From an optimization exercise on the open Yosys and OpenROAD flow, aimed at small area, a short achievable clock period and few clock cycles per item; shortcuts taken in it are not production practice. At most, simulation tests tie the RTL to the original design; equivalence was not proved.

== try-pepper ==
## rsa_key
module rsa_key #(parameter WIDTH = 6) (
    input                    clk,
    input                    rst_n,
    input                    in_valid,
    output                   in_ready,
    input  [WIDTH-1:0]       IN_P,
    input  [WIDTH-1:0]       IN_Q,
    input  [WIDTH*2-1:0]     IN_E,
    output reg               out_valid,
    output reg [WIDTH*2-1:0] OUT_N,
    output reg [WIDTH*2-1:0] OUT_D
);
For scale: roughly 3,600 cells after synthesis, roughly 330 flip-flops, ~53 I/O pins, ~31,000 µm² of cells after synthesis.
Settings: LEC_CHECK=0, ABC_AREA=1, CAP_MARGIN=20, CORE_MARGIN=2, CORE_UTILIZATION=40, CTS_CLUSTER_DIAMETER=60, CTS_CLUSTER_SIZE=40, SLEW_MARGIN=20; clock period 210.0 ns.
run.sh (not shown) runs the stock make flow with config.mk's settings and CLKGATE_MAP_FILE= SYNTH_SCRIPT=/design/flow/synth_recipe.tcl, a recipe that flattens the netlist after the stock synthesis.
Changes in try-cedar relative to try-pepper:
Settings: CTS_CLUSTER_SIZE no longer set, was 40; CTS_CLUSTER_DIAMETER no longer set, was 60.
Results
From try-pepper to try-cedar the numbers moved as follows: routed via count divided by cell count comparable, DRC violation count after routing comparable, overall routing resource usage now larger, area growth from synthesis to final layout now larger. When try-cedar is measured against try-pepper, its post-route minimum period turns out 0.041 ns lower.
## Diff of input files: try-raven against try-cedar
Settings: CTS_CLUSTER_SIZE: unset -> 30; CTS_CLUSTER_DIAMETER: unset -> 80.
Notes after the runs:
Status: ratio of final minimum period to clock period parity (try-raven, try-cedar). Reported for try-raven and try-cedar, floorplan die area turned out identical to the last digit. Lower clock transition at the register clock pins on the worst setup and hold paths after CTS was reported by try-cedar, not try-raven. Relative to try-cedar, share of post-route cells with drive strength above 1 has decreased by 0.76 points in try-raven. Overall routed net length, try-raven and try-cedar, higher one = try-cedar.
No run of this note included a check of the RTL's function; only the layout flow was run.


rsa_key, a different RTL version from the one above (not shown whole).
For scale: about 3300 cells after synthesis, about 53 I/O pins, ~0.030 mm² of cells after synthesis.
export LEC_CHECK = 0
export ABC_AREA = 1
export CAP_MARGIN = 20
export CORE_MARGIN = 2
export CORE_UTILIZATION = 40
export CTS_CLUSTER_DIAMETER = 80
export CTS_CLUSTER_SIZE = 30
export SLEW_MARGIN = 20
create_clock -name core_clock -period 210.0 [get_ports {clk}]
standard.sh (not shown) runs the stock make flow with config.mk's settings and CLKGATE_MAP_FILE= SYNTH_SCRIPT=/design/flow/synth_recipe.tcl, a recipe that flattens the netlist after the stock synthesis.
==> flow/flow/run.sh <==
#!/bin/bash
set -o pipefail
export BUFFER_PORTS_ARGS="-buffer_cell sky130_fd_sc_hd__buf_2"
export SYNTH_ARGS="-noabc"
export DONT_USE_CELLS="sky130_fd_sc_hd__ha_1 sky130_fd_sc_hd__ha_2 sky130_fd_sc_hd__ha_4"
bash standard.sh > standard.log 2>&1
status=$?
tail -20 standard.log
exit $status
The baseline finished with timing, DRC and antenna clean.
Testbench counts at the start, summed over its fixed seeds: cycles 2,448, items 2,400.
Rerun with:
==> flow/run.sh (new file) <==
#!/bin/bash
# synth_recipe.tcl (not shown) runs the flow's synth.tcl, then flattens the netlist and writes it again
# the make line also repeats each setting of config.mk as NAME=value (left out here)
make -C /OpenROAD-flow-scripts/flow DESIGN_CONFIG=/design/flow/config.mk WORK_HOME=/design/flow/orfs CLKGATE_MAP_FILE= SYNTH_SCRIPT=/design/flow/synth_recipe.tcl finish
removed: flow/flow/run.sh
removed: flow/standard.sh
- clock-buffer cell count went up by 1
- worst setup slack got worse by 400 ps
- worst hold slack improved by 3.4 ps
- clock skew went down by 6.6 ps
- critical path depth stays the same
- die area went up by 1.7%
- via count went up by about 3.5%
- non-clock buffer count went down by 9
- wire length went up by 1.3%
- synthesized cell count went up by about 6.6%
Rerun with:
==> flow/flow/run.sh (new file) <==
#!/bin/bash
set -o pipefail
export BUFFER_PORTS_ARGS="-buffer_cell sky130_fd_sc_hd__buf_2"
export SYNTH_ARGS="-noabc"
bash standard.sh > standard.log 2>&1
status=$?
tail -20 standard.log
exit $status
==> flow/standard.sh (new file) <==
#!/bin/bash
# synth_recipe.tcl (not shown) runs the flow's synth.tcl, then flattens the netlist and writes it again
# the make line also repeats each setting of config.mk as NAME=value (left out here)
make -C /OpenROAD-flow-scripts/flow DESIGN_CONFIG=/design/flow/config.mk WORK_HOME=/design/flow/orfs CLKGATE_MAP_FILE= SYNTH_SCRIPT=/design/flow/synth_recipe.tcl "${@:-finish}"
removed: flow/run.sh
The new run completed with no timing, DRC or antenna violations.
Final area is lower by 1.6%.
Non-clock buffer count is higher by 9.


rsa_key, a different RTL version from the one above (not shown whole).
Size: about 4,100 cells after synthesis, roughly 180 flip-flops, about 53 I/O pins.
Settings: LEC_CHECK=0, ABC_AREA=1, CAP_MARGIN=20, CORE_MARGIN=2, CORE_UTILIZATION=60, CTS_CLUSTER_DIAMETER=100, CTS_CLUSTER_SIZE=45, SLEW_MARGIN=20; clock period 210.0 ns.
==> flow/flow/run.sh <==
#!/bin/bash
set -o pipefail
export BUFFER_PORTS_ARGS="-buffer_cell sky130_fd_sc_hd__buf_2"
export SYNTH_ARGS="-noabc"
plat=$(make -s -C "$FLOW_HOME" DESIGN_CONFIG="$PWD/config.mk" WORK_HOME="$PWD/orfs" print-DONT_USE_CELLS 2>print_dont_use.log | sed -n 's/^DONT_USE_CELLS: //p')
if [ -z "$plat" ]; then echo "could not read the platform's DONT_USE_CELLS" >&2; exit 1; fi
dont_use="$plat sky130_fd_sc_hd__ha_1 sky130_fd_sc_hd__ha_2 sky130_fd_sc_hd__ha_4"
echo "DONT_USE_CELLS=$dont_use" > dont_use.txt
bash standard.sh "DONT_USE_CELLS=$dont_use" finish > standard.log 2>&1
status=$?
tail -20 standard.log
exit $status
The first run finished clean.
Testbench counts at the start, summed over its fixed seeds: cycles 2,432, items 2,400.
Edit:
--- a/flow/config.mk
+++ b/flow/config.mk
@@ -9,6 +9,6 @@
 export CAP_MARGIN = 20
 export CORE_MARGIN = 2
-export CORE_UTILIZATION = 60
-export CTS_CLUSTER_DIAMETER = 100
-export CTS_CLUSTER_SIZE = 45
+export CORE_UTILIZATION = 40
+export CTS_CLUSTER_DIAMETER = 80
+export CTS_CLUSTER_SIZE = 30
 export SLEW_MARGIN = 20
The new run went through all stages and came out clean.
Design area goes up by 1.6%.
First-iteration DRC count stays flat.
Global-route usage goes down by 9.1 points.
Die area goes up by 49%.
Worst hold slack improved by 0.0052 ns.
Critical path depth does not change.
Worst setup slack got worse by 0.0090 ns.
Maximum frequency stays flat.


Another version of the RTL of rsa_key (not shown whole).
Size: about 53 I/O pins, about 31000 um2 of cells after synthesis.
make LEC_CHECK=0 ABC_AREA=1 CAP_MARGIN=20 CORE_MARGIN=2 CORE_UTILIZATION=40 SLEW_MARGIN=20 finish   # period 210.0 ns
run.sh (not shown) runs the stock make flow with config.mk's settings and CLKGATE_MAP_FILE= SYNTH_SCRIPT=/design/flow/synth_recipe.tcl, a recipe that flattens the netlist after the stock synthesis.
Stock flow here: none of the scripts above is used.
The starting point finished with timing, DRC and antenna clean.
Testbench counts at the start, summed over its fixed seeds: cycles 2,448, items 2,400.
Then changed:
- CORE_UTILIZATION: 40 -> 65
=> Via count rises by a few percent; wire length climbs slightly; sequential share of layout area increases by 0.21 points; cell area is lower slightly; worst setup slack gets worse by 40 ps; maximum frequency is about the same; synthesized area stays the same; global-route usage came out higher by 12 points; synthesized cell count does not change; die area is lower by well over a third.


== before ==
rsa_key, a different RTL version from the one above (not shown whole).
For scale: roughly 4100 cells after synthesis, roughly 53 I/O pins, ~35000 sq um of cells after synthesis.
export LEC_CHECK = 0
export ABC_AREA = 1
export CAP_MARGIN = 20
export CORE_MARGIN = 2
export CORE_UTILIZATION = 40
export SLEW_MARGIN = 20
create_clock -name core_clock -period 210.0 [get_ports {clk}]
Testbench counts of before, summed over its fixed seeds: cycles 2,448, items 2,400.
Edits applied to the flow inputs when going from before to after:
- removing ABC_AREA (formerly 1)
Via count: after vs before up 713. Compared with before, in after final cell count moved down, transition time of the tightest slew-check pin now larger. For the number of instances in the synthesized netlist, after came in about 7% lower than before did. There was hardly any difference in post-synthesis async set-or-reset flop share between before and after. Share of cell area taken by muxes after synthesis up 4.2 points in after wrt before. For after, the critical path capture point was OUT_D[10], unlike before, where it was OUT_D[9].


RTL: one of the versions met above, not the one the previous note started from.
For scale: roughly 4100 cells after synthesis, ~180 flip-flops, roughly 53 I/O pins, about 28000 sq um of cells after synthesis.
==> flow/config.mk <==
export PLATFORM = sky130hd
export DESIGN_NAME = rsa_key
export DESIGN_NICKNAME = rsa_key
export VERILOG_FILES = /design/flow/design.v
export SDC_FILE = /design/flow/constraint.sdc
export NUM_CORES = 4
export LEC_CHECK = 0
export ABC_AREA = 1
export CAP_MARGIN = 20
export CORE_MARGIN = 2
export CORE_UTILIZATION = 60
export CTS_CLUSTER_DIAMETER = 90
export CTS_CLUSTER_SIZE = 35
export SLEW_MARGIN = 20
==> flow/constraint.sdc <==
create_clock -name core_clock -period 210.0 [get_ports {clk}]
set_input_delay 42.0000 -clock core_clock [delete_from_list [all_inputs] [get_ports {clk}]]
set_output_delay 42.0000 -clock core_clock [all_outputs]
set_load 0.01 [all_outputs]
standard.sh (not shown) runs the stock make flow with config.mk's settings and CLKGATE_MAP_FILE= SYNTH_SCRIPT=/design/flow/synth_recipe.tcl, a recipe that flattens the netlist after the stock synthesis.
Scripts as last shown in full above: flow/flow/run.sh
The baseline finished clean.
Testbench counts at the start, summed over its fixed seeds: cycles 2,432, items 2,400.
Next try:
--- a/flow/config.mk
+++ b/flow/config.mk
@@ -12,2 +12,2 @@
-export CTS_CLUSTER_DIAMETER = 90
-export CTS_CLUSTER_SIZE = 35
+export CTS_CLUSTER_DIAMETER = 80
+export CTS_CLUSTER_SIZE = 30
After rerunning: Area after synthesis stays the same; first-iteration DRC count is unchanged; final area stays the same; worst hold slack does not change; fmax does not change; count of clock-buffer cells in the layout is unchanged; clock skew does not change; setup slack stays the same.

what the ideal ports hide:
Ports are ideal in the flow. The routed layouts listed here were re-timed in OpenROAD.
Step 1, drivers: a clkbuf_16 drives clk and a buf_2 each remaining input, both assumed.
Step 2, shift: input delay + t, output delay - t, t = (earliest + latest rising clock arrival at the registers) / 2. This alone moves slack from input paths to output paths.
a / b / c = ideal ports / drivers / drivers and shift; a / b = the first two.
run | t, ns | setup WS [ns] | hold WS [ns] | worst slew at a driven data input, ns | cell pins on the clock port's net
try-pepper | 0.615 | 166.560 / 166.502 / 167.118 | 0.330 / 0.330 / 0.330 | 0.03 | 1
try-cedar | 0.609 | 166.601 / 166.540 / 167.149 | 0.314 / 0.314 / 0.314 | 0.03 | 1
try-raven | 0.603 | 166.597 / 166.538 / 167.140 | 0.333 / 0.333 / 0.333 | 0.03 | 1
the first run of note 2 | 0.633 | 166.960 / 166.900 / 167.532 | 0.331 / 0.331 / 0.331 | 0.03 | 1
the second run of note 2 | 0.613 | 166.565 / 166.498 / 167.111 | 0.334 / 0.334 / 0.334 | 0.03 | 1
the third run of note 2 | 0.633 | 166.960 / 166.900 / 167.532 | 0.331 / 0.331 / 0.331 | 0.03 | 1
the first run of note 3 | 0.508 | 167.058 / 167.004 / 167.512 | 0.322 / 0.322 / 0.322 | 0.03 | 1
the second run of note 3 | 0.504 | 167.049 / 166.997 / 167.501 | 0.328 / 0.328 / 0.328 | 0.03 | 1
the first run of note 4 | 0.599 | 166.618 / 166.556 / 167.154 | 0.321 / 0.321 / 0.321 | 0.03 | 1
the second run of note 4 | 0.609 | 166.578 / 166.520 / 166.892 | 0.322 / 0.322 / 0.322 | 0.04 | 1
before | 0.617 | 166.589 / 166.530 / 167.147 | 0.320 / 0.320 / 0.320 | 0.04 | 1
after | 0.627 | 166.577 / 166.512 / 167.139 | 0.308 / 0.308 / 0.308 | 0.03 | 1
the first run of note 6 | 0.508 | 167.058 / 167.004 / 167.512 | 0.322 / 0.322 / 0.322 | 0.03 | 1
the second run of note 6 | 0.508 | 167.058 / 167.004 / 167.512 | 0.322 / 0.322 / 0.322 | 0.03 | 1
After both steps setup and hold are still met in every run listed.
